This design comes from an exercise in tuning for small area on the open sky130 flow, not from production work. Only simulation tests tie the RTL to the original design; equivalence was not proved.

## flow/design.v (module list and top-level ports; edited modules follow where they fit)
// module relu_neuron: 251 lines
// module mul_rows: 424 lines
// module add3: 4 lines
// module add2: 4 lines
// module booth_enc: 16 lines
// module sigmoid_neuron: 398 lines
// module vfr_nn: 168 lines
module vfr_nn #(
    parameter WIDTH = 16
)(
    input                           clk,
    input                           rst,
    input signed    [WIDTH-1:0]     f1_input1,
    input signed    [WIDTH-1:0]     f2_input2,
    input signed    [WIDTH-1:0]     h1_w1,       
    input signed    [WIDTH-1:0]     h1_w2,       
    input signed    [WIDTH-1:0]     h1_bias,     
    input signed    [WIDTH-1:0]     h2_w1,       
    input signed    [WIDTH-1:0]     h2_w2,       
    input signed    [WIDTH-1:0]     h2_bias,     
    input signed    [WIDTH-1:0]     h3_w1,       
    input signed    [WIDTH-1:0]     h3_w2,       
    input signed    [WIDTH-1:0]     h3_bias,     
    input signed    [WIDTH-1:0]     h4_w1,       
    input signed    [WIDTH-1:0]     h4_w2,       
    input signed    [WIDTH-1:0]     h4_bias,     
    input signed    [WIDTH-1:0]     out_w11,      
    input signed    [WIDTH-1:0]     out_w12,      
    input signed    [WIDTH-1:0]     out_w13,      
    input signed    [WIDTH-1:0]     out_w14,      
    input signed    [WIDTH-1:0]     out_bias1,    
    input signed    [WIDTH-1:0]     out_w21,      
    input signed    [WIDTH-1:0]     out_w22,      
    input signed    [WIDTH-1:0]     out_w23,      
    input signed    [WIDTH-1:0]     out_w24,      
    input signed    [WIDTH-1:0]     out_bias2,    
    input signed    [WIDTH-1:0]     out_w31,      
    input signed    [WIDTH-1:0]     out_w32,      
    input signed    [WIDTH-1:0]     out_w33,      
    input signed    [WIDTH-1:0]     out_w34,      
    input signed    [WIDTH-1:0]     out_bias3,    
    input signed    [WIDTH-1:0]     out_w41,      
    input signed    [WIDTH-1:0]     out_w42,      
    input signed    [WIDTH-1:0]     out_w43,      
    input signed    [WIDTH-1:0]     out_w44,      
    input signed    [WIDTH-1:0]     out_bias4,    
    input signed    [WIDTH-1:0]     out_w51,      
    input signed    [WIDTH-1:0]     out_w52,      
    input signed    [WIDTH-1:0]     out_w53,      
    input signed    [WIDTH-1:0]     out_w54,      
    input signed    [WIDTH-1:0]     out_bias5,    
    input signed    [WIDTH-1:0]     out_w61,      
    input signed    [WIDTH-1:0]     out_w62,      
    input signed    [WIDTH-1:0]     out_w63,      
    input signed    [WIDTH-1:0]     out_w64,      
    input signed    [WIDTH-1:0]     out_bias6,    
    input signed    [WIDTH-1:0]     out_w71,      
    input signed    [WIDTH-1:0]     out_w72,      
    input signed    [WIDTH-1:0]     out_w73,      
    input signed    [WIDTH-1:0]     out_w74,      
    input signed    [WIDTH-1:0]     out_bias7,    
    input signed    [WIDTH-1:0]     out_w81,      
    input signed    [WIDTH-1:0]     out_w82,      
    input signed    [WIDTH-1:0]     out_w83,      
    input signed    [WIDTH-1:0]     out_w84,      
    input signed    [WIDTH-1:0]     out_bias8,    
    input signed    [WIDTH-1:0]     out_w91,      
    input signed    [WIDTH-1:0]     out_w92,      
  // ...
==> flow/run.sh <==
#!/bin/bash
# synth_recipe.tcl (not shown) runs the flow's synth.tcl, then flattens the netlist and writes it again
# the make line also repeats each setting of config.mk as NAME=value (left out here)
make -C /OpenROAD-flow-scripts/flow DESIGN_CONFIG=/design/flow/config.mk WORK_HOME=/design/flow/orfs CLKGATE_MAP_FILE= SYNTH_SCRIPT=/design/flow/synth_recipe.tcl finish
==> flow/config.mk <==
export PLATFORM = sky130hd
export DESIGN_NAME = vfr_nn
export DESIGN_NICKNAME = vfr_nn
export VERILOG_FILES = /design/flow/design.v
export SDC_FILE = /design/flow/constraint.sdc
export NUM_CORES = 4
export LEC_CHECK = 0
export CAP_MARGIN = 20
export CELL_PAD_IN_SITES_DETAIL_PLACEMENT = 0
export CELL_PAD_IN_SITES_GLOBAL_PLACEMENT = 0
export CORE_MARGIN = 2
export CORE_UTILIZATION = 66
export PLACE_DENSITY = 0.74
export SLEW_MARGIN = 20
export SYNTH_HIERARCHICAL = 1
export SYNTH_MINIMUM_KEEP_SIZE = 0
==> flow/constraint.sdc <==
create_clock -name core_clock -period 12.0 [get_ports {clk}]
set_input_delay 2.4000 -clock core_clock [delete_from_list [all_inputs] [get_ports {clk}]]
set_output_delay 2.4000 -clock core_clock [all_outputs]
set_load 0.01 [all_outputs]
==> impl_metrics.yaml, run 1 <==
cts:
  hold_buffers: 0
  clock_latency_ns: 0.82
  clockRootBuffer: "clkbuf_16"
grt:
  busiest_layer: "met2"
  antenna_found_initial: 304
  grt_use_total_pct: 48.1
worst_setup_path:
  path_depth: 27
  critPathMaxStageDelay_ns: 0.77
  reg2reg_depth: 29
  worstPathMaxFanout: 10
  crit_path_end: "code_a[38]"
  timing.critical_path.to_type: "flop"
  critPathTopFamily: "adder cells"
  reg2reg_to: "code_a[38]"
  critPathSlowestCell: "clkdlybuf4s50_1"
  critPathKind: "input pin to flop"
floorplan:
  initial_core_util_pct: 66.3
  nWellTaps: 5497
  die_h_microns: 651
  chipWidth_microns: 651
cells_and_area:
  area_dominant_class: "multi-input combinational cells"
  nFlopsAndLatches: 312
  multi_input_area_share_pct: 85.5
  nClkBuffers: 54
timing:
  fin_crit_sh_pct: 92.8
  worstMarginPinSlew_ns: 1.19
logic_synthesis:
  synth_common_cells: "xnor2_1 (5450), a22oi_1 (5280), fa_1 (5070)"
  yosysSeqAreaShare_pct: 2.84
run_status:
  status: "no timing/DRC/antenna violations"
drt:
  via_per_inst: 7.32
==> module relu_neuron, before the edit <==
module relu_neuron (
    input  [7:0]  one1,
    input  [7:0]  two1,
    input  [7:0]  neg1,
    input  [7:0]  one2,
    input  [7:0]  two2,
    input  [7:0]  neg2,
    input  [15:0] weight1,
    input  [15:0] weight2,
    input  [15:0] bias,
    output [15:0] result
);
    wire [15:0] s1, c1;
    wire cl1, k1;
    mul_rows p1 (.a(weight1), .one(one1), .two(two1), .neg(neg1), .s(s1), .c(c1), .cl(cl1), .k(k1));
    wire [15:0] s2, c2;
    wire cl2, k2;
    mul_rows p2 (.a(weight2), .one(one2), .two(two2), .neg(neg2), .s(s2), .c(c2), .cl(cl2), .k(k2));
    wire n1 = ~bias[15];
    wire n2, n3;
    add3 un2 (.a(s1[0]), .b(c1[0]), .c(cl1), .s(n2), .co(n3));
    wire n4, n5;
    add3 un4 (.a(s2[0]), .b(c2[0]), .c(cl2), .s(n4), .co(n5));
    wire n6, n7;
    add3 un6 (.a(s1[1]), .b(c1[1]), .c(s2[1]), .s(n6), .co(n7));
    wire n8, n9;
    add3 un8 (.a(c2[1]), .b(bias[1]), .c(n3), .s(n8), .co(n9));
    wire n10, n11;
    add3 un10 (.a(s1[2]), .b(c1[2]), .c(s2[2]), .s(n10), .co(n11));
    wire n12, n13;
    add2 un12 (.a(c2[2]), .b(bias[2]), .s(n12), .co(n13));
    wire n14, n15;
    add3 un14 (.a(s1[3]), .b(c1[3]), .c(s2[3]), .s(n14), .co(n15));
    wire n16, n17;
    add2 un16 (.a(c2[3]), .b(bias[3]), .s(n16), .co(n17));
    wire n18, n19;
    add3 un18 (.a(s1[4]), .b(c1[4]), .c(s2[4]), .s(n18), .co(n19));
    wire n20, n21;
    add2 un20 (.a(c2[4]), .b(bias[4]), .s(n20), .co(n21));
    wire n22, n23;
    add3 un22 (.a(s1[5]), .b(c1[5]), .c(s2[5]), .s(n22), .co(n23));
    wire n24, n25;
    add2 un24 (.a(c2[5]), .b(bias[5]), .s(n24), .co(n25));
    wire n26, n27;
    add3 un26 (.a(s1[6]), .b(c1[6]), .c(s2[6]), .s(n26), .co(n27));
    wire n28, n29;
    add2 un28 (.a(c2[6]), .b(bias[6]), .s(n28), .co(n29));
    wire n30, n31;
    add3 un30 (.a(s1[7]), .b(c1[7]), .c(s2[7]), .s(n30), .co(n31));
    wire n32, n33;
    add2 un32 (.a(c2[7]), .b(bias[7]), .s(n32), .co(n33));
    wire n34, n35;
    add3 un34 (.a(s1[8]), .b(c1[8]), .c(s2[8]), .s(n34), .co(n35));
    wire n36, n37;
    add2 un36 (.a(c2[8]), .b(bias[8]), .s(n36), .co(n37));
    wire n38, n39;
    add3 un38 (.a(s1[9]), .b(c1[9]), .c(s2[9]), .s(n38), .co(n39));
    wire n40, n41;
    add2 un40 (.a(c2[9]), .b(bias[9]), .s(n40), .co(n41));
    wire n42, n43;
    add3 un42 (.a(s1[10]), .b(c1[10]), .c(s2[10]), .s(n42), .co(n43));
    wire n44, n45;
    add2 un44 (.a(c2[10]), .b(bias[10]), .s(n44), .co(n45));
    wire n46, n47;
    add3 un46 (.a(s1[11]), .b(c1[11]), .c(s2[11]), .s(n46), .co(n47));
    wire n48, n49;
    add2 un48 (.a(c2[11]), .b(bias[11]), .s(n48), .co(n49));
    wire n50, n51;
    add3 un50 (.a(s1[12]), .b(c1[12]), .c(s2[12]), .s(n50), .co(n51));
    wire n52, n53;
    add2 un52 (.a(c2[12]), .b(bias[12]), .s(n52), .co(n53));
    wire n54, n55;
    add3 un54 (.a(s1[13]), .b(c1[13]), .c(s2[13]), .s(n54), .co(n55));
    wire n56, n57;
    add2 un56 (.a(c2[13]), .b(bias[13]), .s(n56), .co(n57));
    wire n58, n59;
    add3 un58 (.a(s1[14]), .b(c1[14]), .c(s2[14]), .s(n58), .co(n59));
    wire n60, n61;
    add2 un60 (.a(c2[14]), .b(bias[14]), .s(n60), .co(n61));
    wire n62, n63;
    add3 un62 (.a(s1[15]), .b(c1[15]), .c(s2[15]), .s(n62), .co(n63));
    wire n64 = ~(c2[15] ^ n1);
    wire n65 = c2[15] | n1;
    wire n66, n67;
    add3 un66 (.a(n10), .b(n12), .c(n7), .s(n66), .co(n67));
    wire n68, n69;
    add3 un68 (.a(n14), .b(n16), .c(n11), .s(n68), .co(n69));
    wire n70, n71;
    add3 un70 (.a(n18), .b(n20), .c(n15), .s(n70), .co(n71));
    wire n72, n73;
    add3 un72 (.a(n22), .b(n24), .c(n19), .s(n72), .co(n73));
    wire n74, n75;
    add3 un74 (.a(n26), .b(n28), .c(n23), .s(n74), .co(n75));
    wire n76, n77;
    add3 un76 (.a(n30), .b(n32), .c(n27), .s(n76), .co(n77));
    wire n78, n79;
    add3 un78 (.a(n34), .b(n36), .c(n31), .s(n78), .co(n79));
    wire n80, n81;
    add3 un80 (.a(n38), .b(n40), .c(n35), .s(n80), .co(n81));
    wire n82, n83;
    add3 un82 (.a(n42), .b(n44), .c(n39), .s(n82), .co(n83));
    wire n84, n85;
    add3 un84 (.a(n46), .b(n48), .c(n43), .s(n84), .co(n85));
    wire n86, n87;
    add3 un86 (.a(n50), .b(n52), .c(n47), .s(n86), .co(n87));
    wire n88, n89;
    add3 un88 (.a(n54), .b(n56), .c(n51), .s(n88), .co(n89));
    wire n90, n91;
    add3 un90 (.a(n58), .b(n60), .c(n55), .s(n90), .co(n91));
    wire n92, n93;
    add3 un92 (.a(n62), .b(n64), .c(n59), .s(n92), .co(n93));
    wire n94 = k1 ^ k2 ^ n63;
    wire n95, n96;
    add3 un95 (.a(bias[0]), .b(n2), .c(n4), .s(n95), .co(n96));
    wire n97, n98;
    add3 un97 (.a(n6), .b(n8), .c(n5), .s(n97), .co(n98));
    wire n99, n100;
    add2 un99 (.a(n9), .b(n66), .s(n99), .co(n100));
    wire n101, n102;
    add3 un101 (.a(n13), .b(n68), .c(n67), .s(n101), .co(n102));
    wire n103, n104;
    add3 un103 (.a(n17), .b(n70), .c(n69), .s(n103), .co(n104));
    wire n105, n106;
    add3 un105 (.a(n21), .b(n72), .c(n71), .s(n105), .co(n106));
    wire n107, n108;
    add3 un107 (.a(n25), .b(n74), .c(n73), .s(n107), .co(n108));
    wire n109, n110;
    add3 un109 (.a(n29), .b(n76), .c(n75), .s(n109), .co(n110));
    wire n111, n112;
    add3 un111 (.a(n33), .b(n78), .c(n77), .s(n111), .co(n112));
    wire n113, n114;
    add3 un113 (.a(n37), .b(n80), .c(n79), .s(n113), .co(n114));
    wire n115, n116;
    add3 un115 (.a(n41), .b(n82), .c(n81), .s(n115), .co(n116));
    wire n117, n118;
    add3 un117 (.a(n45), .b(n84), .c(n83), .s(n117), .co(n118));
    wire n119, n120;
    add3 un119 (.a(n49), .b(n86), .c(n85), .s(n119), .co(n120));
    wire n121, n122;
    add3 un121 (.a(n53), .b(n88), .c(n87), .s(n121), .co(n122));
    wire n123, n124;
    add3 un123 (.a(n57), .b(n90), .c(n89), .s(n123), .co(n124));
    wire n125, n126;
    add3 un125 (.a(n61), .b(n92), .c(n91), .s(n125), .co(n126));
    wire n127 = n65 ^ n94 ^ n93;
    wire [16:0] q0 = {n127, n125, n123, n121, n119, n117, n115, n113, n111, n109, n107, n105, n103, n101, n99, n97, n95};
    wire [16:0] q1 = {n126, n124, n122, n120, n118, n116, n114, n112, n110, n108, n106, n104, n102, n100, n98, n96, 1'b0};
    wire n128, n129;
    add2 un128 (.a(n97), .b(n96), .s(n128), .co(n129));
    wire n130, n131;
    add2 un130 (.a(n99), .b(n98), .s(n130), .co(n131));
    wire n132, n133;
    add2 un132 (.a(n101), .b(n100), .s(n132), .co(n133));
    wire n134, n135;
    add2 un134 (.a(n103), .b(n102), .s(n134), .co(n135));
    wire n136, n137;
    add2 un136 (.a(n105), .b(n104), .s(n136), .co(n137));
    wire n138, n139;
    add2 un138 (.a(n107), .b(n106), .s(n138), .co(n139));
    wire n140, n141;
    add2 un140 (.a(n109), .b(n108), .s(n140), .co(n141));
    wire n142, n143;
    add2 un142 (.a(n111), .b(n110), .s(n142), .co(n143));
    wire n144, n145;
    add2 un144 (.a(n113), .b(n112), .s(n144), .co(n145));
    wire n146, n147;
    add2 un146 (.a(n115), .b(n114), .s(n146), .co(n147));
    wire n148, n149;
    add2 un148 (.a(n117), .b(n116), .s(n148), .co(n149));
    wire n150, n151;
    add2 un150 (.a(n119), .b(n118), .s(n150), .co(n151));
    wire n152, n153;
    add2 un152 (.a(n121), .b(n120), .s(n152), .co(n153));
    wire n154, n155;
    add2 un154 (.a(n123), .b(n122), .s(n154), .co(n155));
    wire n156, n157;
    add2 un156 (.a(n125), .b(n124), .s(n156), .co(n157));
    wire n158, n159;
    add2 un158 (.a(n127), .b(n126), .s(n158), .co(n159));
    wire n160 = n128 & n95;
    wire n161 = n133 | (n132 & n131);
    wire n162 = n132 & n130;
    wire n163 = n137 | (n136 & n135);
    wire n164 = n136 & n134;
    wire n165 = n141 | (n140 & n139);
    wire n166 = n140 & n138;
    wire n167 = n145 | (n144 & n143);
    wire n168 = n144 & n142;
    wire n169 = n149 | (n148 & n147);
    wire n170 = n148 & n146;
    wire n171 = n153 | (n152 & n151);
    wire n172 = n152 & n150;
    wire n173 = n157 | (n156 & n155);
    wire n174 = n156 & n154;
    wire n175 = n161 | (n162 & n129);
    wire n176 = n162 & n160;
    wire n177 = n165 | (n166 & n163);
    wire n178 = n166 & n164;
    wire n179 = n169 | (n170 & n167);
    wire n180 = n170 & n168;
    wire n181 = n173 | (n174 & n171);
    wire n182 = n174 & n172;
    wire n183 = n177 | (n178 & n175);
    wire n184 = n178 & n176;
    wire n185 = n181 | (n182 & n179);
    wire n186 = n182 & n180;
    wire n187 = n185 | (n186 & n183);
    wire n188 = n186 & n184;
    wire n189 = n179 | (n180 & n183);
    wire n190 = n180 & n184;
    wire n191 = n163 | (n164 & n175);
    wire n192 = n164 & n176;
    wire n193 = n167 | (n168 & n183);
    wire n194 = n168 & n184;
    wire n195 = n171 | (n172 & n189);
    wire n196 = n172 & n190;
    wire n197 = n131 | (n130 & n129);
    wire n198 = n130 & n160;
    wire n199 = n135 | (n134 & n175);
    wire n200 = n134 & n176;
    wire n201 = n139 | (n138 & n191);
    wire n202 = n138 & n192;
    wire n203 = n143 | (n142 & n183);
    wire n204 = n142 & n184;
    wire n205 = n147 | (n146 & n193);
    wire n206 = n146 & n194;
    wire n207 = n151 | (n150 & n189);
    wire n208 = n150 & n190;
    wire n209 = n155 | (n154 & n195);
    wire n210 = n154 & n196;
    wire n211 = n159 | (n158 & n187);
    wire n212 = n158 & n188;
    wire n213 = n130 ^ n129;
    wire n214 = n132 ^ n197;
    wire n215 = n134 ^ n175;
    wire n216 = n136 ^ n199;
    wire n217 = n138 ^ n191;
    wire n218 = n140 ^ n201;
    wire n219 = n142 ^ n183;
    wire n220 = n144 ^ n203;
    wire n221 = n146 ^ n193;
    wire n222 = n148 ^ n205;
    wire n223 = n150 ^ n189;
    wire n224 = n152 ^ n207;
    wire n225 = n154 ^ n195;
    wire n226 = n156 ^ n209;
    wire n227 = n158 ^ n187;
    wire [16:0] xs = {n227, n226, n225, n224, n223, n222, n221, n220, n219, n218, n217, n216, n215, n214, n213, n128, n95};
    wire [16:0] x = xs;
    assign result = x[16] ? 16'd0 : x[15:0];
endmodule
==> module mul_rows, before the edit <==
module mul_rows (
    input  [15:0] a,
    input  [7:0]  one,
    input  [7:0]  two,
    input  [7:0]  neg,
    output [15:0] s,
    output [15:0] c,
    output        cl,
    output        k
);
    wire n1 = ((one[0] & a[0]) ^ neg[0]);
    wire n2 = (((one[0] & a[1]) | (two[0] & a[0])) ^ neg[0]);
    wire n3 = (((one[0] & a[2]) | (two[0] & a[1])) ^ neg[0]);
    wire n4 = (((one[0] & a[3]) | (two[0] & a[2])) ^ neg[0]);
    wire n5 = (((one[0] & a[4]) | (two[0] & a[3])) ^ neg[0]);
    wire n6 = (((one[0] & a[5]) | (two[0] & a[4])) ^ neg[0]);
    wire n7 = (((one[0] & a[6]) | (two[0] & a[5])) ^ neg[0]);
    wire n8 = (((one[0] & a[7]) | (two[0] & a[6])) ^ neg[0]);
    wire n9 = (((one[0] & a[8]) | (two[0] & a[7])) ^ neg[0]);
    wire n10 = (((one[0] & a[9]) | (two[0] & a[8])) ^ neg[0]);
    wire n11 = (((one[0] & a[10]) | (two[0] & a[9])) ^ neg[0]);
    wire n12 = (((one[0] & a[11]) | (two[0] & a[10])) ^ neg[0]);
    wire n13 = (((one[0] & a[12]) | (two[0] & a[11])) ^ neg[0]);
    wire n14 = (((one[0] & a[13]) | (two[0] & a[12])) ^ neg[0]);
    wire n15 = (((one[0] & a[14]) | (two[0] & a[13])) ^ neg[0]);
    wire n16 = (((one[0] & a[15]) | (two[0] & a[14])) ^ neg[0]);
    wire n17 = ~(((one[0] | two[0]) & a[15]) ^ neg[0]);
    wire n18 = neg[0];
    wire n19 = ((one[1] & a[0]) ^ neg[1]);
    wire n20 = (((one[1] & a[1]) | (two[1] & a[0])) ^ neg[1]);
    wire n21 = (((one[1] & a[2]) | (two[1] & a[1])) ^ neg[1]);
    wire n22 = (((one[1] & a[3]) | (two[1] & a[2])) ^ neg[1]);
    wire n23 = (((one[1] & a[4]) | (two[1] & a[3])) ^ neg[1]);
    wire n24 = (((one[1] & a[5]) | (two[1] & a[4])) ^ neg[1]);
    wire n25 = (((one[1] & a[6]) | (two[1] & a[5])) ^ neg[1]);
    wire n26 = (((one[1] & a[7]) | (two[1] & a[6])) ^ neg[1]);
    wire n27 = (((one[1] & a[8]) | (two[1] & a[7])) ^ neg[1]);
    wire n28 = (((one[1] & a[9]) | (two[1] & a[8])) ^ neg[1]);
    wire n29 = (((one[1] & a[10]) | (two[1] & a[9])) ^ neg[1]);
    wire n30 = (((one[1] & a[11]) | (two[1] & a[10])) ^ neg[1]);
    wire n31 = (((one[1] & a[12]) | (two[1] & a[11])) ^ neg[1]);
    wire n32 = (((one[1] & a[13]) | (two[1] & a[12])) ^ neg[1]);
    wire n33 = (((one[1] & a[14]) | (two[1] & a[13])) ^ neg[1]);
    wire n34 = (((one[1] & a[15]) | (two[1] & a[14])) ^ neg[1]);
    wire n35 = ~(((one[1] | two[1]) & a[15]) ^ neg[1]);
    wire n36 = neg[1];
    wire n37 = ((one[2] & a[0]) ^ neg[2]);
    wire n38 = (((one[2] & a[1]) | (two[2] & a[0])) ^ neg[2]);
    wire n39 = (((one[2] & a[2]) | (two[2] & a[1])) ^ neg[2]);
    wire n40 = (((one[2] & a[3]) | (two[2] & a[2])) ^ neg[2]);
    wire n41 = (((one[2] & a[4]) | (two[2] & a[3])) ^ neg[2]);
    wire n42 = (((one[2] & a[5]) | (two[2] & a[4])) ^ neg[2]);
    wire n43 = (((one[2] & a[6]) | (two[2] & a[5])) ^ neg[2]);
    wire n44 = (((one[2] & a[7]) | (two[2] & a[6])) ^ neg[2]);
    wire n45 = (((one[2] & a[8]) | (two[2] & a[7])) ^ neg[2]);
    wire n46 = (((one[2] & a[9]) | (two[2] & a[8])) ^ neg[2]);
    wire n47 = (((one[2] & a[10]) | (two[2] & a[9])) ^ neg[2]);
    wire n48 = (((one[2] & a[11]) | (two[2] & a[10])) ^ neg[2]);
    wire n49 = (((one[2] & a[12]) | (two[2] & a[11])) ^ neg[2]);
    wire n50 = (((one[2] & a[13]) | (two[2] & a[12])) ^ neg[2]);
    wire n51 = (((one[2] & a[14]) | (two[2] & a[13])) ^ neg[2]);
    wire n52 = (((one[2] & a[15]) | (two[2] & a[14])) ^ neg[2]);
    wire n53 = ~(((one[2] | two[2]) & a[15]) ^ neg[2]);
    wire n54 = neg[2];
    wire n55 = ((one[3] & a[0]) ^ neg[3]);
    wire n56 = (((one[3] & a[1]) | (two[3] & a[0])) ^ neg[3]);
    wire n57 = (((one[3] & a[2]) | (two[3] & a[1])) ^ neg[3]);
    wire n58 = (((one[3] & a[3]) | (two[3] & a[2])) ^ neg[3]);
    wire n59 = (((one[3] & a[4]) | (two[3] & a[3])) ^ neg[3]);
    wire n60 = (((one[3] & a[5]) | (two[3] & a[4])) ^ neg[3]);
    wire n61 = (((one[3] & a[6]) | (two[3] & a[5])) ^ neg[3]);
    wire n62 = (((one[3] & a[7]) | (two[3] & a[6])) ^ neg[3]);
    wire n63 = (((one[3] & a[8]) | (two[3] & a[7])) ^ neg[3]);
    wire n64 = (((one[3] & a[9]) | (two[3] & a[8])) ^ neg[3]);
    wire n65 = (((one[3] & a[10]) | (two[3] & a[9])) ^ neg[3]);
    wire n66 = (((one[3] & a[11]) | (two[3] & a[10])) ^ neg[3]);
    wire n67 = (((one[3] & a[12]) | (two[3] & a[11])) ^ neg[3]);
    wire n68 = (((one[3] & a[13]) | (two[3] & a[12])) ^ neg[3]);
    wire n69 = (((one[3] & a[14]) | (two[3] & a[13])) ^ neg[3]);
    wire n70 = (((one[3] & a[15]) | (two[3] & a[14])) ^ neg[3]);
    wire n71 = ~(((one[3] | two[3]) & a[15]) ^ neg[3]);
    wire n72 = neg[3];
    wire n73 = ((one[4] & a[0]) ^ neg[4]);
    wire n74 = (((one[4] & a[1]) | (two[4] & a[0])) ^ neg[4]);
    wire n75 = (((one[4] & a[2]) | (two[4] & a[1])) ^ neg[4]);
    wire n76 = (((one[4] & a[3]) | (two[4] & a[2])) ^ neg[4]);
    wire n77 = (((one[4] & a[4]) | (two[4] & a[3])) ^ neg[4]);
    wire n78 = (((one[4] & a[5]) | (two[4] & a[4])) ^ neg[4]);
    wire n79 = (((one[4] & a[6]) | (two[4] & a[5])) ^ neg[4]);
    wire n80 = (((one[4] & a[7]) | (two[4] & a[6])) ^ neg[4]);
    wire n81 = (((one[4] & a[8]) | (two[4] & a[7])) ^ neg[4]);
    wire n82 = (((one[4] & a[9]) | (two[4] & a[8])) ^ neg[4]);
    wire n83 = (((one[4] & a[10]) | (two[4] & a[9])) ^ neg[4]);
    wire n84 = (((one[4] & a[11]) | (two[4] & a[10])) ^ neg[4]);
    wire n85 = (((one[4] & a[12]) | (two[4] & a[11])) ^ neg[4]);
    wire n86 = (((one[4] & a[13]) | (two[4] & a[12])) ^ neg[4]);
    wire n87 = (((one[4] & a[14]) | (two[4] & a[13])) ^ neg[4]);
    wire n88 = (((one[4] & a[15]) | (two[4] & a[14])) ^ neg[4]);
    wire n89 = neg[4];
    wire n90 = ((one[5] & a[0]) ^ neg[5]);
    wire n91 = (((one[5] & a[1]) | (two[5] & a[0])) ^ neg[5]);
    wire n92 = (((one[5] & a[2]) | (two[5] & a[1])) ^ neg[5]);
    wire n93 = (((one[5] & a[3]) | (two[5] & a[2])) ^ neg[5]);
    wire n94 = (((one[5] & a[4]) | (two[5] & a[3])) ^ neg[5]);
    wire n95 = (((one[5] & a[5]) | (two[5] & a[4])) ^ neg[5]);
    wire n96 = (((one[5] & a[6]) | (two[5] & a[5])) ^ neg[5]);
    wire n97 = (((one[5] & a[7]) | (two[5] & a[6])) ^ neg[5]);
    wire n98 = (((one[5] & a[8]) | (two[5] & a[7])) ^ neg[5]);
    wire n99 = (((one[5] & a[9]) | (two[5] & a[8])) ^ neg[5]);
    wire n100 = (((one[5] & a[10]) | (two[5] & a[9])) ^ neg[5]);
    wire n101 = (((one[5] & a[11]) | (two[5] & a[10])) ^ neg[5]);
    wire n102 = (((one[5] & a[12]) | (two[5] & a[11])) ^ neg[5]);
    wire n103 = (((one[5] & a[13]) | (two[5] & a[12])) ^ neg[5]);
    wire n104 = neg[5];
    wire n105 = ((one[6] & a[0]) ^ neg[6]);
    wire n106 = (((one[6] & a[1]) | (two[6] & a[0])) ^ neg[6]);
    wire n107 = (((one[6] & a[2]) | (two[6] & a[1])) ^ neg[6]);
    wire n108 = (((one[6] & a[3]) | (two[6] & a[2])) ^ neg[6]);
    wire n109 = (((one[6] & a[4]) | (two[6] & a[3])) ^ neg[6]);
    wire n110 = (((one[6] & a[5]) | (two[6] & a[4])) ^ neg[6]);
    wire n111 = (((one[6] & a[6]) | (two[6] & a[5])) ^ neg[6]);
    wire n112 = (((one[6] & a[7]) | (two[6] & a[6])) ^ neg[6]);
    wire n113 = (((one[6] & a[8]) | (two[6] & a[7])) ^ neg[6]);
    wire n114 = (((one[6] & a[9]) | (two[6] & a[8])) ^ neg[6]);
    wire n115 = (((one[6] & a[10]) | (two[6] & a[9])) ^ neg[6]);
    wire n116 = (((one[6] & a[11]) | (two[6] & a[10])) ^ neg[6]);
    wire n117 = neg[6];
    wire n118 = ((one[7] & a[0]) ^ neg[7]);
    wire n119 = (((one[7] & a[1]) | (two[7] & a[0])) ^ neg[7]);
    wire n120 = (((one[7] & a[2]) | (two[7] & a[1])) ^ neg[7]);
    wire n121 = (((one[7] & a[3]) | (two[7] & a[2])) ^ neg[7]);
    wire n122 = (((one[7] & a[4]) | (two[7] & a[3])) ^ neg[7]);
    wire n123 = (((one[7] & a[5]) | (two[7] & a[4])) ^ neg[7]);
    wire n124 = (((one[7] & a[6]) | (two[7] & a[5])) ^ neg[7]);
    wire n125 = (((one[7] & a[7]) | (two[7] & a[6])) ^ neg[7]);
    wire n126 = (((one[7] & a[8]) | (two[7] & a[7])) ^ neg[7]);
    wire n127 = (((one[7] & a[9]) | (two[7] & a[8])) ^ neg[7]);
    wire n128 = neg[7];
    wire n129, n130;
    add3 un129 (.a(n11), .b(n27), .c(n43), .s(n129), .co(n130));
    wire n131, n132;
    add3 un131 (.a(n12), .b(n28), .c(n44), .s(n131), .co(n132));
    wire n133, n134;
    add3 un133 (.a(n13), .b(n29), .c(n45), .s(n133), .co(n134));
    wire n135, n136;
    add3 un135 (.a(n61), .b(n77), .c(n92), .s(n135), .co(n136));
    wire n137, n138;
    add3 un137 (.a(n14), .b(n30), .c(n46), .s(n137), .co(n138));
    wire n139, n140;
    add3 un139 (.a(n62), .b(n78), .c(n93), .s(n139), .co(n140));
    wire n141, n142;
    add3 un141 (.a(n15), .b(n31), .c(n47), .s(n141), .co(n142));
    wire n143, n144;
    add3 un143 (.a(n63), .b(n79), .c(n94), .s(n143), .co(n144));
    wire n145, n146;
    add3 un145 (.a(n107), .b(n118), .c(n128), .s(n145), .co(n146));
    wire n147, n148;
    add3 un147 (.a(n16), .b(n32), .c(n48), .s(n147), .co(n148));
    wire n149, n150;
    add3 un149 (.a(n64), .b(n80), .c(n95), .s(n149), .co(n150));
    wire n151, n152;
    add2 un151 (.a(n108), .b(n119), .s(n151), .co(n152));
    wire n153, n154;
    add3 un153 (.a(n17), .b(n33), .c(n49), .s(n153), .co(n154));
    wire n155, n156;
    add3 un155 (.a(n65), .b(n81), .c(n96), .s(n155), .co(n156));
    wire n157 = ~(n109 ^ n120);
    wire n158 = n109 | n120;
    wire n159, n160;
    add3 un159 (.a(n34), .b(n50), .c(n66), .s(n159), .co(n160));
    wire n161, n162;
    add3 un161 (.a(n82), .b(n97), .c(n110), .s(n161), .co(n162));
    wire n163 = ~n121;
    wire n164, n165;
    add3 un164 (.a(n35), .b(n51), .c(n67), .s(n164), .co(n165));
    wire n166, n167;
    add3 un166 (.a(n83), .b(n98), .c(n111), .s(n166), .co(n167));
    wire n168, n169;
    add3 un168 (.a(n52), .b(n68), .c(n84), .s(n168), .co(n169));
    wire n170, n171;
    add3 un170 (.a(n99), .b(n112), .c(n123), .s(n170), .co(n171));
    wire n172, n173;
    add3 un172 (.a(n53), .b(n69), .c(n85), .s(n172), .co(n173));
    wire n174, n175;
    add3 un174 (.a(n70), .b(n86), .c(n101), .s(n174), .co(n175));
    wire n176, n177;
    add3 un176 (.a(n7), .b(n23), .c(n39), .s(n176), .co(n177));
    wire n178, n179;
    add3 un178 (.a(n8), .b(n24), .c(n40), .s(n178), .co(n179));
    wire n180, n181;
    add3 un180 (.a(n9), .b(n25), .c(n41), .s(n180), .co(n181));
    wire n182, n183;
    add3 un182 (.a(n57), .b(n73), .c(n89), .s(n182), .co(n183));
    wire n184, n185;
    add3 un184 (.a(n10), .b(n26), .c(n42), .s(n184), .co(n185));
    wire n186, n187;
    add2 un186 (.a(n58), .b(n74), .s(n186), .co(n187));
    wire n188, n189;
    add3 un188 (.a(n59), .b(n75), .c(n90), .s(n188), .co(n189));
    wire n190, n191;
    add2 un190 (.a(n104), .b(n129), .s(n190), .co(n191));
    wire n192, n193;
    add3 un192 (.a(n60), .b(n76), .c(n91), .s(n192), .co(n193));
    wire n194, n195;
    add2 un194 (.a(n131), .b(n130), .s(n194), .co(n195));
    wire n196, n197;
    add3 un196 (.a(n105), .b(n117), .c(n133), .s(n196), .co(n197));
    wire n198, n199;
    add2 un198 (.a(n135), .b(n132), .s(n198), .co(n199));
    wire n200, n201;
    add3 un200 (.a(n106), .b(n137), .c(n139), .s(n200), .co(n201));
    wire n202, n203;
    add2 un202 (.a(n134), .b(n136), .s(n202), .co(n203));
    wire n204, n205;
    add3 un204 (.a(n141), .b(n143), .c(n145), .s(n204), .co(n205));
    wire n206, n207;
    add2 un206 (.a(n138), .b(n140), .s(n206), .co(n207));
    wire n208, n209;
    add3 un208 (.a(n147), .b(n149), .c(n151), .s(n208), .co(n209));
    wire n210, n211;
    add3 un210 (.a(n142), .b(n144), .c(n146), .s(n210), .co(n211));
    wire n212, n213;
    add3 un212 (.a(n153), .b(n155), .c(n157), .s(n212), .co(n213));
    wire n214, n215;
    add3 un214 (.a(n148), .b(n150), .c(n152), .s(n214), .co(n215));
    wire n216, n217;
    add3 un216 (.a(n159), .b(n161), .c(n163), .s(n216), .co(n217));
    wire n218, n219;
    add3 un218 (.a(n154), .b(n156), .c(n158), .s(n218), .co(n219));
    wire n220, n221;
    add3 un220 (.a(n122), .b(n164), .c(n166), .s(n220), .co(n221));
    wire n222, n223;
    add3 un222 (.a(n160), .b(n162), .c(n121), .s(n222), .co(n223));
    wire n224, n225;
    add3 un224 (.a(n168), .b(n170), .c(n165), .s(n224), .co(n225));
    wire n226 = ~n167;
    wire n227, n228;
    add3 un227 (.a(n100), .b(n113), .c(n124), .s(n227), .co(n228));
    wire n229, n230;
    add3 un229 (.a(n172), .b(n169), .c(n171), .s(n229), .co(n230));
    wire n231, n232;
    add3 un231 (.a(n114), .b(n125), .c(n174), .s(n231), .co(n232));
    wire n233 = ~n173;
    wire n234, n235;
    add3 un234 (.a(n71), .b(n87), .c(n102), .s(n234), .co(n235));
    wire n236, n237;
    add3 un236 (.a(n115), .b(n126), .c(n175), .s(n236), .co(n237));
    wire n238 = n88 ^ n103 ^ n116;
    wire n239, n240;
    add3 un239 (.a(n5), .b(n21), .c(n37), .s(n239), .co(n240));
    wire n241, n242;
    add3 un241 (.a(n6), .b(n22), .c(n38), .s(n241), .co(n242));
    wire n243, n244;
    add3 un243 (.a(n55), .b(n72), .c(n176), .s(n243), .co(n244));
    wire n245, n246;
    add3 un245 (.a(n56), .b(n178), .c(n177), .s(n245), .co(n246));
    wire n247, n248;
    add3 un247 (.a(n180), .b(n182), .c(n179), .s(n247), .co(n248));
    wire n249, n250;
    add3 un249 (.a(n184), .b(n186), .c(n181), .s(n249), .co(n250));
    wire n251, n252;
    add3 un251 (.a(n188), .b(n190), .c(n185), .s(n251), .co(n252));
    wire n253, n254;
    add3 un253 (.a(n192), .b(n194), .c(n189), .s(n253), .co(n254));
    wire n255, n256;
    add3 un255 (.a(n196), .b(n198), .c(n193), .s(n255), .co(n256));
    wire n257, n258;
    add3 un257 (.a(n200), .b(n202), .c(n197), .s(n257), .co(n258));
    wire n259, n260;
    add3 un259 (.a(n204), .b(n206), .c(n201), .s(n259), .co(n260));
    wire n261, n262;
    add3 un261 (.a(n208), .b(n210), .c(n205), .s(n261), .co(n262));
    wire n263, n264;
    add3 un263 (.a(n212), .b(n214), .c(n209), .s(n263), .co(n264));
    wire n265, n266;
    add3 un265 (.a(n216), .b(n218), .c(n213), .s(n265), .co(n266));
    wire n267, n268;
    add3 un267 (.a(n220), .b(n222), .c(n217), .s(n267), .co(n268));
    wire n269, n270;
    add3 un269 (.a(n224), .b(n226), .c(n221), .s(n269), .co(n270));
    wire n271, n272;
    add3 un271 (.a(n227), .b(n229), .c(n225), .s(n271), .co(n272));
    wire n273, n274;
    add3 un273 (.a(n231), .b(n233), .c(n228), .s(n273), .co(n274));
    wire n275, n276;
    add3 un275 (.a(n234), .b(n236), .c(n232), .s(n275), .co(n276));
    wire n277 = n127 ^ n238 ^ n235;
    wire n278, n279;
    add3 un278 (.a(n3), .b(n19), .c(n36), .s(n278), .co(n279));
    wire n280, n281;
    add2 un280 (.a(n4), .b(n20), .s(n280), .co(n281));
    wire n282, n283;
    add2 un282 (.a(n54), .b(n239), .s(n282), .co(n283));
    wire n284, n285;
    add2 un284 (.a(n241), .b(n240), .s(n284), .co(n285));
    wire n286, n287;
    add2 un286 (.a(n243), .b(n242), .s(n286), .co(n287));
    wire n288, n289;
    add2 un288 (.a(n245), .b(n244), .s(n288), .co(n289));
    wire n290, n291;
    add2 un290 (.a(n247), .b(n246), .s(n290), .co(n291));
    wire n292, n293;
    add3 un292 (.a(n183), .b(n249), .c(n248), .s(n292), .co(n293));
    wire n294, n295;
    add3 un294 (.a(n187), .b(n251), .c(n250), .s(n294), .co(n295));
    wire n296, n297;
    add3 un296 (.a(n191), .b(n253), .c(n252), .s(n296), .co(n297));
    wire n298, n299;
    add3 un298 (.a(n195), .b(n255), .c(n254), .s(n298), .co(n299));
    wire n300, n301;
    add3 un300 (.a(n199), .b(n257), .c(n256), .s(n300), .co(n301));
    wire n302, n303;
    add3 un302 (.a(n203), .b(n259), .c(n258), .s(n302), .co(n303));
    wire n304, n305;
    add3 un304 (.a(n207), .b(n261), .c(n260), .s(n304), .co(n305));
    wire n306, n307;
    add3 un306 (.a(n211), .b(n263), .c(n262), .s(n306), .co(n307));
    wire n308, n309;
    add3 un308 (.a(n215), .b(n265), .c(n264), .s(n308), .co(n309));
    wire n310, n311;
    add3 un310 (.a(n219), .b(n267), .c(n266), .s(n310), .co(n311));
    wire n312, n313;
    add3 un312 (.a(n223), .b(n269), .c(n268), .s(n312), .co(n313));
    wire n314, n315;
    add3 un314 (.a(n167), .b(n271), .c(n270), .s(n314), .co(n315));
    wire n316, n317;
    add3 un316 (.a(n230), .b(n273), .c(n272), .s(n316), .co(n317));
    wire n318, n319;
    add3 un318 (.a(n173), .b(n275), .c(n274), .s(n318), .co(n319));
    wire n320 = n237 ^ n277 ^ n276;
    wire [23:0] r0 = {n320, n318, n316, n314, n312, n310, n308, n306, n304, n302, n300, n298, n296, n294, n292, n290, n288, n286, n284, n282, n280, n278, n2, n1};
    wire [23:0] r1 = {n319, n317, n315, n313, n311, n309, n307, n305, n303, n301, n299, n297, n295, n293, n291, n289, n287, n285, n283, n281, n279, 1'b0, 1'b0, n18};
    wire n321 = r0[0] & r1[0];
    wire n322 = r0[0] | r1[0];
    wire n323 = r0[3] & r1[3];
    wire n324 = r0[3] | r1[3];
    wire n325 = r0[4] & r1[4];
    wire n326 = r0[4] | r1[4];
    wire n327 = r0[5] & r1[5];
    wire n328 = r0[5] | r1[5];
    wire n329 = r0[6] & r1[6];
    wire n330 = r0[6] | r1[6];
    wire n331 = r0[7] & r1[7];
    wire n332 = r0[7] | r1[7];
    wire n333 = r0[8] & r1[8];
    wire n334 = r0[8] | r1[8];
    wire n335 = r0[9] & r1[9];
    wire n336 = r0[9] | r1[9];
    wire n337 = r0[10] & r1[10];
    wire n338 = r0[10] | r1[10];
    wire n339 = r0[11] & r1[11];
    wire n340 = r0[11] | r1[11];
    wire n341 = r0[12] & r1[12];
    wire n342 = r0[12] | r1[12];
    wire n343 = r0[13] & r1[13];
    wire n344 = r0[13] | r1[13];
    wire n345 = r0[14] & r1[14];
    wire n346 = r0[14] | r1[14];
    wire n347 = r0[15] & r1[15];
    wire n348 = r0[15] | r1[15];
    wire n349 = r0[16] & r1[16];
    wire n350 = r0[16] | r1[16];
    wire n351 = r0[17] & r1[17];
    wire n352 = r0[17] | r1[17];
    wire n353 = r0[18] & r1[18];
    wire n354 = r0[18] | r1[18];
    wire n355 = r0[19] & r1[19];
    wire n356 = r0[19] | r1[19];
    wire n357 = r0[20] & r1[20];
    wire n358 = r0[20] | r1[20];
    wire n359 = r0[21] & r1[21];
    wire n360 = r0[21] | r1[21];
    wire n361 = r0[22] & r1[22];
    wire n362 = r0[22] | r1[22];
    wire n363 = r0[23] & r1[23];
    wire n364 = r0[23] | r1[23];
    wire n365 = r0[1] & n321;
    wire n366 = r0[1] & n322;
    wire n367 = n324 & r0[2];
    wire n368 = n323 | (n367 & n365);
    wire n369 = n367 & n366;
    wire n370 = n327 | (n328 & n325);
    wire n371 = n328 & n326;
    wire n372 = n331 | (n332 & n329);
    wire n373 = n332 & n330;
    wire n374 = n372 | (n373 & n370);
    wire n375 = n373 & n371;
    wire n376 = n374 | (n375 & n368);
    wire n377 = n375 & n369;
    wire n378 = n335 | (n336 & n333);
    wire n379 = n336 & n334;
    wire n380 = n339 | (n340 & n337);
    wire n381 = n340 & n338;
    wire n382 = n380 | (n381 & n378);
    wire n383 = n381 & n379;
    wire n384 = n343 | (n344 & n341);
    wire n385 = n344 & n342;
    wire n386 = n347 | (n348 & n345);
    wire n387 = n348 & n346;
    wire n388 = n386 | (n387 & n384);
    wire n389 = n387 & n385;
    wire n390 = n388 | (n389 & n382);
    wire n391 = n389 & n383;
    wire n392 = n351 | (n352 & n349);
    wire n393 = n352 & n350;
    wire n394 = n355 | (n356 & n353);
    wire n395 = n356 & n354;
    wire n396 = n394 | (n395 & n392);
    wire n397 = n395 & n393;
    wire n398 = n359 | (n360 & n357);
    wire n399 = n360 & n358;
    wire n400 = n363 | (n364 & n361);
    wire n401 = n364 & n362;
    wire n402 = n400 | (n401 & n398);
    wire n403 = n401 & n399;
    wire n404 = n402 | (n403 & n396);
    wire n405 = n403 & n397;
    wire n406 = n404 | (n405 & n390);
    wire n407 = n405 & n391;
    assign cl = n376;
    assign k = n406 | (n407 & n376);
    assign s = r0[23:8];
    assign c = r1[23:8];
endmodule
==> run 2, diff against run 1 <==
--- a/flow/design.v
+++ b/flow/design.v
@@ -13,19 +13,19 @@
     wire [15:0] s1, c1;
     wire cl1, k1;
     mul_rows p1 (.a(weight1), .one(one1), .two(two1), .neg(neg1), .s(s1), .c(c1), .cl(cl1), .k(k1));
     wire [15:0] s2, c2;
     wire cl2, k2;
     mul_rows p2 (.a(weight2), .one(one2), .two(two2), .neg(neg2), .s(s2), .c(c2), .cl(cl2), .k(k2));
     wire n1 = ~bias[15];
     wire n2, n3;
-    add3 un2 (.a(s1[0]), .b(c1[0]), .c(cl1), .s(n2), .co(n3));
+    add3 un2 (.a(s1[0]), .b(c1[0]), .c(s2[0]), .s(n2), .co(n3));
     wire n4, n5;
-    add3 un4 (.a(s2[0]), .b(c2[0]), .c(cl2), .s(n4), .co(n5));
+    add3 un4 (.a(c2[0]), .b(bias[0]), .c(cl1), .s(n4), .co(n5));
     wire n6, n7;
     add3 un6 (.a(s1[1]), .b(c1[1]), .c(s2[1]), .s(n6), .co(n7));
     wire n8, n9;
     add3 un8 (.a(c2[1]), .b(bias[1]), .c(n3), .s(n8), .co(n9));
     wire n10, n11;
     add3 un10 (.a(s1[2]), .b(c1[2]), .c(s2[2]), .s(n10), .co(n11));
     wire n12, n13;
     add2 un12 (.a(c2[2]), .b(bias[2]), .s(n12), .co(n13));
@@ -106,17 +106,17 @@
     wire n88, n89;
     add3 un88 (.a(n54), .b(n56), .c(n51), .s(n88), .co(n89));
     wire n90, n91;
     add3 un90 (.a(n58), .b(n60), .c(n55), .s(n90), .co(n91));
     wire n92, n93;
     add3 un92 (.a(n62), .b(n64), .c(n59), .s(n92), .co(n93));
     wire n94 = k1 ^ k2 ^ n63;
     wire n95, n96;
-    add3 un95 (.a(bias[0]), .b(n2), .c(n4), .s(n95), .co(n96));
+    add3 un95 (.a(cl2), .b(n2), .c(n4), .s(n95), .co(n96));
     wire n97, n98;
     add3 un97 (.a(n6), .b(n8), .c(n5), .s(n97), .co(n98));
     wire n99, n100;
     add2 un99 (.a(n9), .b(n66), .s(n99), .co(n100));
     wire n101, n102;
     add3 un101 (.a(n13), .b(n68), .c(n67), .s(n101), .co(n102));
     wire n103, n104;
     add3 un103 (.a(n17), .b(n70), .c(n69), .s(n103), .co(n104));
@@ -620,61 +620,56 @@
     wire n357 = r0[20] & r1[20];
     wire n358 = r0[20] | r1[20];
     wire n359 = r0[21] & r1[21];
     wire n360 = r0[21] | r1[21];
     wire n361 = r0[22] & r1[22];
     wire n362 = r0[22] | r1[22];
     wire n363 = r0[23] & r1[23];
     wire n364 = r0[23] | r1[23];
-    wire n365 = r0[1] & n321;
-    wire n366 = r0[1] & n322;
-    wire n367 = n324 & r0[2];
-    wire n368 = n323 | (n367 & n365);
-    wire n369 = n367 & n366;
-    wire n370 = n327 | (n328 & n325);
-    wire n371 = n328 & n326;
-    wire n372 = n331 | (n332 & n329);
-    wire n373 = n332 & n330;
-    wire n374 = n372 | (n373 & n370);
-    wire n375 = n373 & n371;
-    wire n376 = n374 | (n375 & n368);
-    wire n377 = n375 & n369;
-    wire n378 = n335 | (n336 & n333);
-    wire n379 = n336 & n334;
-    wire n380 = n339 | (n340 & n337);
-    wire n381 = n340 & n338;
-    wire n382 = n380 | (n381 & n378);
-    wire n383 = n381 & n379;
-    wire n384 = n343 | (n344 & n341);
-    wire n385 = n344 & n342;
-    wire n386 = n347 | (n348 & n345);
-    wire n387 = n348 & n346;
-    wire n388 = n386 | (n387 & n384);
-    wire n389 = n387 & n385;
-    wire n390 = n388 | (n389 & n382);
-    wire n391 = n389 & n383;
-    wire n392 = n351 | (n352 & n349);
-    wire n393 = n352 & n350;
-    wire n394 = n355 | (n356 & n353);
-    wire n395 = n356 & n354;
-    wire n396 = n394 | (n395 & n392);
-    wire n397 = n395 & n393;
-    wire n398 = n359 | (n360 & n357);
-    wire n399 = n360 & n358;
-    wire n400 = n363 | (n364 & n361);
-    wire n401 = n364 & n362;
-    wire n402 = n400 | (n401 & n398);
-    wire n403 = n401 & n399;
-    wire n404 = n402 | (n403 & n396);
-    wire n405 = n403 & n397;
-    wire n406 = n404 | (n405 & n390);
-    wire n407 = n405 & n391;
-    assign cl = n376;
-    assign k = n406 | (n407 & n376);
+    wire n365 = r0[0] & r1[0];
+    wire n366 = r0[1] & n365;
+    wire n367 = r0[2] & n366;
+    wire n368 = (r0[3] & r1[3]) | (n367 & (r0[3] | r1[3]));
+    wire n369 = (r0[4] & r1[4]) | (n368 & (r0[4] | r1[4]));
+    wire n370 = (r0[5] & r1[5]) | (n369 & (r0[5] | r1[5]));
+    wire n371 = (r0[6] & r1[6]) | (n370 & (r0[6] | r1[6]));
+    wire n372 = (r0[7] & r1[7]) | (n371 & (r0[7] | r1[7]));
+    wire n373 = n335 | (n336 & n333);
+    wire n374 = n336 & n334;
+    wire n375 = n339 | (n340 & n337);
+    wire n376 = n340 & n338;
+    wire n377 = n375 | (n376 & n373);
+    wire n378 = n376 & n374;
+    wire n379 = n343 | (n344 & n341);
+    wire n380 = n344 & n342;
+    wire n381 = n347 | (n348 & n345);
+    wire n382 = n348 & n346;
+    wire n383 = n381 | (n382 & n379);
+    wire n384 = n382 & n380;
+    wire n385 = n383 | (n384 & n377);
+    wire n386 = n384 & n378;
+    wire n387 = n351 | (n352 & n349);
+    wire n388 = n352 & n350;
+    wire n389 = n355 | (n356 & n353);
+    wire n390 = n356 & n354;
+    wire n391 = n389 | (n390 & n387);
+    wire n392 = n390 & n388;
+    wire n393 = n359 | (n360 & n357);
+    wire n394 = n360 & n358;
+    wire n395 = n363 | (n364 & n361);
+    wire n396 = n364 & n362;
+    wire n397 = n395 | (n396 & n393);
+    wire n398 = n396 & n394;
+    wire n399 = n397 | (n398 & n391);
+    wire n400 = n398 & n392;
+    wire n401 = n399 | (n400 & n385);
+    wire n402 = n400 & n386;
+    assign cl = n372;
+    assign k = n401 | (n402 & n372);
     assign s = r0[23:8];
     assign c = r1[23:8];
 endmodule
 module add3 (input a, input b, input c, output s, output co);
     assign s = (a ^ b) ^ c;
     assign co = (b & c) | (a & (b | c));
 endmodule
 module add2 (input a, input b, output s, output co);
@@ -726,19 +721,19 @@
     wire [15:0] s3, c3;
     wire cl3, k3;
     mul_rows p3 (.a(weight3), .one(one3), .two(two3), .neg(neg3), .s(s3), .c(c3), .cl(cl3), .k(k3));
     wire [15:0] s4, c4;
     wire cl4, k4;
     mul_rows p4 (.a(weight4), .one(one4), .two(two4), .neg(neg4), .s(s4), .c(c4), .cl(cl4), .k(k4));
     wire n1 = ~bias[15];
     wire n2, n3;
-    add3 un2 (.a(s1[0]), .b(c1[0]), .c(cl1), .s(n2), .co(n3));
+    add3 un2 (.a(s1[0]), .b(c1[0]), .c(s2[0]), .s(n2), .co(n3));
     wire n4, n5;
-    add3 un4 (.a(s2[0]), .b(c2[0]), .c(cl2), .s(n4), .co(n5));
+    add3 un4 (.a(c2[0]), .b(s3[0]), .c(c3[0]), .s(n4), .co(n5));
     wire n6, n7;
     add3 un6 (.a(s1[1]), .b(c1[1]), .c(s2[1]), .s(n6), .co(n7));
     wire n8, n9;
     add3 un8 (.a(s1[2]), .b(c1[2]), .c(s2[2]), .s(n8), .co(n9));
     wire n10, n11;
     add3 un10 (.a(s1[3]), .b(c1[3]), .c(s2[3]), .s(n10), .co(n11));
     wire n12, n13;
     add3 un12 (.a(s1[4]), .b(c1[4]), .c(s2[4]), .s(n12), .co(n13));
@@ -760,19 +755,19 @@
     add3 un28 (.a(s1[12]), .b(c1[12]), .c(s2[12]), .s(n28), .co(n29));
     wire n30, n31;
     add3 un30 (.a(s1[13]), .b(c1[13]), .c(s2[13]), .s(n30), .co(n31));
     wire n32, n33;
     add3 un32 (.a(s1[14]), .b(c1[14]), .c(s2[14]), .s(n32), .co(n33));
     wire n34, n35;
     add3 un34 (.a(s1[15]), .b(c1[15]), .c(s2[15]), .s(n34), .co(n35));
     wire n36, n37;
-    add3 un36 (.a(s3[0]), .b(c3[0]), .c(cl3), .s(n36), .co(n37));
+    add3 un36 (.a(s4[0]), .b(c4[0]), .c(bias[0]), .s(n36), .co(n37));
     wire n38, n39;
-    add3 un38 (.a(s4[0]), .b(c4[0]), .c(cl4), .s(n38), .co(n39));
+    add3 un38 (.a(cl1), .b(cl2), .c(cl3), .s(n38), .co(n39));
     wire n40, n41;
     add3 un40 (.a(c2[1]), .b(s3[1]), .c(c3[1]), .s(n40), .co(n41));
     wire n42, n43;
     add3 un42 (.a(s4[1]), .b(c4[1]), .c(bias[1]), .s(n42), .co(n43));
     wire n44, n45;
     add3 un44 (.a(n6), .b(n3), .c(n5), .s(n44), .co(n45));
     wire n46, n47;
     add3 un46 (.a(c2[2]), .b(s3[2]), .c(c3[2]), .s(n46), .co(n47));
@@ -856,17 +851,17 @@
     add3 un124 (.a(c2[15]), .b(s3[15]), .c(c3[15]), .s(n124), .co(n125));
     wire n126, n127;
     add3 un126 (.a(s4[15]), .b(c4[15]), .c(n1), .s(n126), .co(n127));
     wire n128 = ~(n34 ^ n33);
     wire n129 = n34 | n33;
     wire n130 = k1 ^ k2 ^ k3;
     wire n131 = k4 ^ n35 ^ 1'b1;
     wire n132, n133;
-    add3 un132 (.a(bias[0]), .b(n2), .c(n4), .s(n132), .co(n133));
+    add3 un132 (.a(cl4), .b(n2), .c(n4), .s(n132), .co(n133));
     wire n134, n135;
     add3 un134 (.a(n40), .b(n42), .c(n44), .s(n134), .co(n135));
     wire n136, n137;
     add3 un136 (.a(n46), .b(n48), .c(n50), .s(n136), .co(n137));
     wire n138, n139;
     add3 un138 (.a(n41), .b(n43), .c(n45), .s(n138), .co(n139));
     wire n140, n141;
     add3 un140 (.a(n52), .b(n54), .c(n56), .s(n140), .co(n141));
==> flow/config.mk (replaced) <==
export PLATFORM = sky130hd
export DESIGN_NAME = vfr_nn
export DESIGN_NICKNAME = vfr_nn
export VERILOG_FILES = /design/flow/design.v
export SDC_FILE = /design/flow/constraint.sdc
export NUM_CORES = 4
export LEC_CHECK = 0
export CAP_MARGIN = 20
export CELL_PAD_IN_SITES_DETAIL_PLACEMENT = 0
export CELL_PAD_IN_SITES_GLOBAL_PLACEMENT = 0
export CORE_MARGIN = 2
export CORE_UTILIZATION = 60
export PLACE_DENSITY = 0.7
export SLEW_MARGIN = 20
export SYNTH_HIERARCHICAL = 1
export SYNTH_MINIMUM_KEEP_SIZE = 0
==> run 2 against run 1 <==
Against the previous run:
- die area increased by 8.4%
- largest cell class unchanged
- via count fell by 3.3%
- highest routed layer unchanged
- sequential cell count unchanged
- synthesized area down 1.4%
- critical path depth rose by 1
- setup slack better by 0.024 ns
- worst hold slack got worse by 0.019 ns
==> impl_metrics.yaml, run 2 <==
run_status:
  status: "no timing/DRC/antenna violations"
timing:
  drv_slew: 0
  period_needed_ns: 11.11
  clock_skew_ns: 0.120
  max_slew_margin_pct: 21.6
  fin_crit_sh_pct: 92.6
  worstMarginPinSlew_ns: 1.17
  fin_setup_tns_ns: 0
  fmax_ghz: 0.0900
  final-setup-viol-count: 0
  rsz0062_at_grt: "no"
  finalHoldViolations: 0
cells_and_area:
  syn_to_final_growth_pct: 3.30
  final_common_cell: "xnor2_1"
  final_cell_area_sq_mm: 0.281
  layout_common_cells: "xnor2_1 (5642), a22oi_1 (5088), fa_1 (5070)"
  fin_util_pct: 62.2
  final_nets: 32566
  layout-drive-gt1-share_pct: 7.76
  top_regs: "hid_a x64, hid_b x64, hid_c x64"
worst_setup_path:
  critPathKind: "input pin to flop"
  reg2reg_depth: 29
  crit_path_end: "code_a[4]"
  crit_path_start_kind: "input pin"
  reg2reg_to: "code_a[1]"
  startpoint: "out_w24[8]"
  arrival_ns: 11.77
  r2r_setup_slack_ns: 1.03
  reg2reg_from: "hid_c[9]"
  worstPathRequired_ns: 12.66
  timing.critical_path.to_type: "flop"
  worstPathMaxFanout: 12
drt:
  vias: 222973
  wl_microns: 1030000
  route.detailed.drc: 0
  via_per_inst: 7.09
  drt.antenna.violating_nets: 0
  routedWlPerCell_microns: 32.7
  first_pass_iters: 12
  drt_iter0_drc: 31914
floorplan:
  core_sq_mm: 0.452
  die_h_microns: 678
  ioPinCount: 1186
  rows: 247
  initial_core_util_pct: 60.2
  dieArea_sq_mm: 0.459
  chipWidth_microns: 678
cts:
  hold_buffers: 0
  cts-resized-gates: 0
  clk_pin_slew_worst_paths_ns: 0.10
  cts_tree: "built"
  clock_latency_ns: 0.80
  numCtsBuffers: 42
  cts.sinks: 312
  clock_path_buffers: 3
  cts.htree.levels: 2
  postCtsSetupBuffers: 0
  clockRootBuffer: "clkbuf_16"
logic_synthesis:
  synth_most_common_cell: "xnor2_1"
  synth-edff-count: 0
  syn-cell-area_sq_mm: 0.272
  synth_common_cells: "xnor2_1 (5642), a22oi_1 (5088), fa_1 (5070)"
  ys.flop_type: "dfrtp_1"
  yosysSeqAreaShare_pct: 2.88
  yosysTopAreaCell: "fa_1"
  yosys-top-cells-area: "fa_1 (37%), xnor2_1 (18%), a22oi_1 (14%)"
  avgSynthCellArea_sq_um: 10.1
  ys_async_sr_fraction_pct: 100
  synth-seq-cells: 312
  syn_inst: 27096
  synth.distinct_cells: 77
  yosysTopAreaCellShare_pct: 37.3
  ys_warn_count: 7
grt:
  grt_pass1_wl_microns: 1510000
  antenna_found_initial: 320
  first_global_vias: 228543
  grt_use_total_pct: 43.9
  grt-ovfl-total: 0
  grt_max_degree: 144
job:
  maxCapViolCount: 0
place:
  place_hpwl_microns: 783000
  placed_area_sq_mm: 0.279
  io_buffer_count: 1115
  gp_congestion: 1.02
worst_hold_path:
  hold_path_class: "flop to flop"
==> run 2: cell families (layout without fill, tap and decap cells) <==
kind of cell / count (synthesis) / in the layout / synth area share (%)
other: 1 / 329 / 0.00138
adder cells (fa/ha/maj): 6422 / 6422 / 43.5
AND/OR/NAND/NOR: 1666 / 1666 / 2.85
AO/OA/AOI/OAI: 7568 / 7568 / 20.5
XOR/XNOR: 6208 / 6208 / 20.2
buffers and inverters: 4875 / 2910 / 9.88
flip-flops: 312 / 312 / 2.88
multiplexers: 44 / 44 / 0.167
==> run 2: area by class of cell <==
| type | count | area [sq um] |
|---|---|---|
| Antenna cell | 259 | 648 |
| Clock buffer | 55 | 1170 |
| Clock inverter | 23 | 245 |
| Fill cell | 37741 | 171000 |
| Inverter | 457 | 1720 |
| Multi-Input combinational cell | 21978 | 239000 |
| Sequential cell | 312 | 7970 |
| Tap cell | 5976 | 7480 |
| Timing Repair Buffer | 2375 | 22900 |
==> run 2: worst min-delay path by stage <==
stage,cells after the start,end,startpoint,slack [ns]
after floorplan,0,code_b[0],code_a[0],0.33
after global placement,0,hid_b[55],hid_a[55],0.33
after detailed placement,0,code_c[37],code_b[37],0.33
after CTS,0,hid_c[19],hid_b[19],0.24
after global routing,0,hid_c[19],hid_b[19],0.25
final,0,hid_c[19],hid_b[19],0.24
==> run 2: critical path: stages <==
cell and delay, ns:
clkdlybuf4s50_1 0.81, a22oi_1 0.19, xnor2_1 0.24, fa_1 0.49, fa_1 0.55, fa_1 0.61
fa_1 0.51, fa_1 0.70, fa_1 0.49, fa_1 0.58, fa_1 0.43, ha_1 0.35
o211ai_1 0.12, o21ai_0 0.28, ha_1 0.28, or4_1 0.40, nor4_1 0.52, buf_4 0.21
ha_1 0.17, ha_1 0.19, inv_1 0.08, ha_1 0.21, nor2_1 0.09, nor3_1 0.06
and3_2 0.21, o31a_1 0.27, mux2i_1 0.23, nor2_1 0.07
==> run 2: metrics by stage <==
step | hold WS (ns) | cells | setup WS [ns]
finish | 0.239 | 31435 | 0.886
global route | 0.246 | 31376 | 0.457
CTS | 0.238 | 31175 | 0.989
detailed placement | 0.335 | 31097 | 0.205
global placement | 0.332 | 31095 | 0.172
floorplan | 0.331 | 27165 | 0.514
==> run 2: metal layers <==
layer | vias to the layer above | track usage, % | share of wire [%]
met2 | 17238 | 62.6 | 42
met1 | 112688 | 54.5 | 35
met4 | 140 | 34.5 | 9.4
li1 | 89183 | - | -
met3 | 3724 | 14.8 | 13
met5 | - | 0.0937 | 0.089
==> run 2: per-module statistics from Yosys (local to each module, per instance) <==
module,area [sq um],flops+latches,cells,copies in the design
add3,20.0,0,1,5070
vfr_nn,10000,312,598,1
sigmoid_neuron,848,0,115,10
add2,12.5,0,1,1054
mul_rows,2810,0,388,48
booth_enc,264,0,38,6
relu_neuron,711,0,93,4
==> run 3, diff against run 2 <==
--- a/flow/config.mk
+++ b/flow/config.mk
@@ -7,3 +7,3 @@
 export LEC_CHECK = 0
-export CAP_MARGIN = 20
+export CAP_MARGIN = 10
 export CELL_PAD_IN_SITES_DETAIL_PLACEMENT = 0
@@ -13,3 +13,3 @@
 export PLACE_DENSITY = 0.7
-export SLEW_MARGIN = 20
+export SLEW_MARGIN = 10
 export SYNTH_HIERARCHICAL = 1
==> run 3 against run 2 <==
Against the previous run:
- non-clock buffer count is 2 lower
- sequential share of layout area hardly changed
- cell area hardly changed
- clock-buffer cell count down 1
==> impl_metrics.yaml, run 3 <==
worst_hold_path:
  hold_path_class: "flop to flop"
  min-delay-start: "hid_b[19]"
worst_setup_path:
  crit_path_start_kind: "input pin"
  startpoint: "out_w22[13]"
  critical_path_buf_inv_count: 3
  worstPathRequired_ns: 12.67
  arrival_ns: 11.83
  crit_path_end: "code_a[4]"
  timing.critical_path.to_type: "flop"
  reg2reg_to: "code_a[9]"
  r2r_setup_slack_ns: 0.97
  path_depth: 29
  critPathSlowestCell: "clkdlybuf4s50_1"
  critPathKind: "input pin to flop"
  critPathTopFamily: "adder cells"
  critPathMaxStageDelay_ns: 0.70
  crit_top_cell: "fa_1"
  worstPathMaxFanout: 3
  reg2reg_from: "hid_c[19]"
  reg2reg_depth: 31
cells_and_area:
  final_nets: 32564
  fin_util_pct: 62.2
  final_common_cell: "xnor2_1"
  top_regs: "hid_a x64, hid_b x64, hid_c x64"
  stdcell_count: 31432
  layout_common_cells: "xnor2_1 (5642), a22oi_1 (5088), fa_1 (5070)"
  final_cell_area_sq_mm: 0.281
  syn_to_final_growth_pct: 3.30
  layout-drive-gt1-share_pct: 7.76
  fillCellCount: 37704
drt:
  via_per_inst: 7.09
  wl_microns: 1030000
  drt_iter0_drc: 31877
  route.detailed.drc: 0
  routedWlPerCell_microns: 32.7
  first_pass_iters: 13
  drt.antenna.violating_nets: 0
  vias: 222744
cts:
  numCtsBuffers: 42
  clk_pin_slew_worst_paths_ns: 0.10
  clock_latency_ns: 0.82
  clockRootBuffer: "clkbuf_16"
  postCtsSetupBuffers: 0
  cts_tree: "built"
  cts-resized-gates: 0
  clock_path_buffers: 3
  cts.sinks: 312
  cts.htree.levels: 2
  hold_buffers: 0
grt:
  grt_pass1_wl_microns: 1510000
  first_global_vias: 228775
  antenna_found_initial: 318
  grt_use_total_pct: 43.8
  grt_max_degree: 144
  grt-ovfl-total: 0
place:
  place_hpwl_microns: 782000
  placed_area_sq_mm: 0.279
  io_buffer_count: 1115
  dp_cells: 31096
  gp_congestion: 1.02
logic_synthesis:
  ys.flop_type: "dfrtp_1"
  ys_async_sr_fraction_pct: 100
  synth-seq-cells: 312
  ys_warn_count: 7
  syn-cell-area_sq_mm: 0.272
  synth_common_cells: "xnor2_1 (5642), a22oi_1 (5088), fa_1 (5070)"
  synth_most_common_cell: "xnor2_1"
  yosysSeqAreaShare_pct: 2.88
  avgSynthCellArea_sq_um: 10.1
  yosys-top-cells-area: "fa_1 (37%), xnor2_1 (18%), a22oi_1 (14%)"
  yosysTopAreaCell: "fa_1"
  yosysTopAreaCellShare_pct: 37.3
  synth.distinct_cells: 77
  syn_inst: 27096
  synth-edff-count: 0
floorplan:
  rows: 247
  ioPinCount: 1186
  initial_core_util_pct: 60.2
  die_h_microns: 678
  chipWidth_microns: 678
  core_sq_mm: 0.452
  dieArea_sq_mm: 0.459
timing:
  period_needed_ns: 11.16
  worstMarginPinSlew_ns: 1.30
  fin_crit_sh_pct: 93.0
  fin_setup_tns_ns: 0
  drv_slew: 0
  clock_skew_ns: 0.140
  finalHoldViolations: 0
  rsz0062_at_grt: "no"
  max_slew_margin_pct: 13.5
  fmax_ghz: 0.0896
  final-setup-viol-count: 0
job:
  maxCapViolCount: 0
run_status:
  status: "no timing/DRC/antenna violations"
run 3: cell counts after synthesis:
Identical to the previous run, type by type.
run 3: how the worst min path moves through the flow:
stage	cells after the start	to	slack (ns)
after CTS	0	hid_c[19]	0.22
after detailed placement	0	code_c[37]	0.33
after global routing	0	hid_c[19]	0.23
after floorplan	0	code_b[0]	0.33
final	0	hid_c[19]	0.22
after global placement	0	hid_b[55]	0.33
run 3: layer usage:
| metal | wire length, microns | track usage [%] | vias to the layer above |
|---|---|---|---|
| li1 | - | - | 89152 |
| met1 | 360000 | 53.9 | 112362 |
| met2 | 436000 | 62.9 | 17356 |
| met3 | 138000 | 15.2 | 3734 |
| met4 | 94800 | 34.1 | 140 |
| met5 | 1130 | 0.573 | - |
run 3: metrics by stage:
stage | hold slack (ns) | setup slack (ns)
5_1_grt | 0.225 | 0.413
4_1_cts | 0.215 | 1.01
3_3_place_gp | 0.332 | 0.172
3_5_place_dp | 0.335 | 0.248
2_1_floorplan | 0.331 | 0.514
6_report | 0.221 | 0.837
run 3: logic make-up after synthesis:
logic type / after synthesis / synth area share (%)
adder cells (fa/ha/maj): 6422 / 43.5
other: 1 / 0.00138
XOR/XNOR: 6208 / 20.2
AO/OA/AOI/OAI: 7568 / 20.5
AND/OR/NAND/NOR: 1666 / 2.85
flip-flops: 312 / 2.88
multiplexers: 44 / 0.167
buffers and inverters: 4875 / 9.88
run 3: cell type report:
class                      count  area, sq um  share of cell area, %
clock inverter                24          283                  0.101
multi-input combinational  21978       239000                   85.0
tap                         5976         7480                   2.66
inverter                     457         1720                  0.612
antenna                      258          646                  0.229
sequential                   312         7970                   2.83
timing repair buffer        2373        22900                   8.13
clock buffer                  54         1180                  0.418
run 3: modules after synthesis (local to each module, per instance):
module | cells inside | flops+latches | cell area [sq um] | times used
sigmoid_neuron | 115 | 0 | 848 | 10
mul_rows | 388 | 0 | 2810 | 48
add2 | 1 | 0 | 12.5 | 1054
booth_enc | 38 | 0 | 264 | 6
add3 | 1 | 0 | 20.0 | 5070
vfr_nn | 598 | 312 | 10000 | 1
relu_neuron | 93 | 0 | 711 | 4

-- re-timing with driven ports --
How much do the figures lean on ideal ports? The routed layouts below were timed once more, with nothing changed but the port constraints. Step 1, drivers: a clkbuf_16 drives clk and a buf_2 each remaining input, both assumed. Step 2, shift: input delay + t, output delay - t, t = (earliest + latest rising clock arrival at the registers) / 2. This alone moves slack from input paths to output paths. Three values: ideal, step 1, step 2; two values: the first two.
run | t, ns | slack for setup (ns) | slew at the worst register clock pin (ns) | cell pins on the clock port's net
run 1 | 0.877 | 0.862 / 0.926 / 0.048 | 0.09 / 0.09 | 1
run 2 | 0.881 | 0.886 / 0.605 / -0.277 | 0.10 / 0.10 | 1
run 3 | 0.881 | 0.837 / 0.708 / -0.173 | 0.10 / 0.10 | 1
Met with ideal ports but missed after step 2: setup timing in run 2 and run 3. For run 2, which loses most, drivers alone change the setup slack by -0.281 ns; drivers and shift together by -1.163 ns.
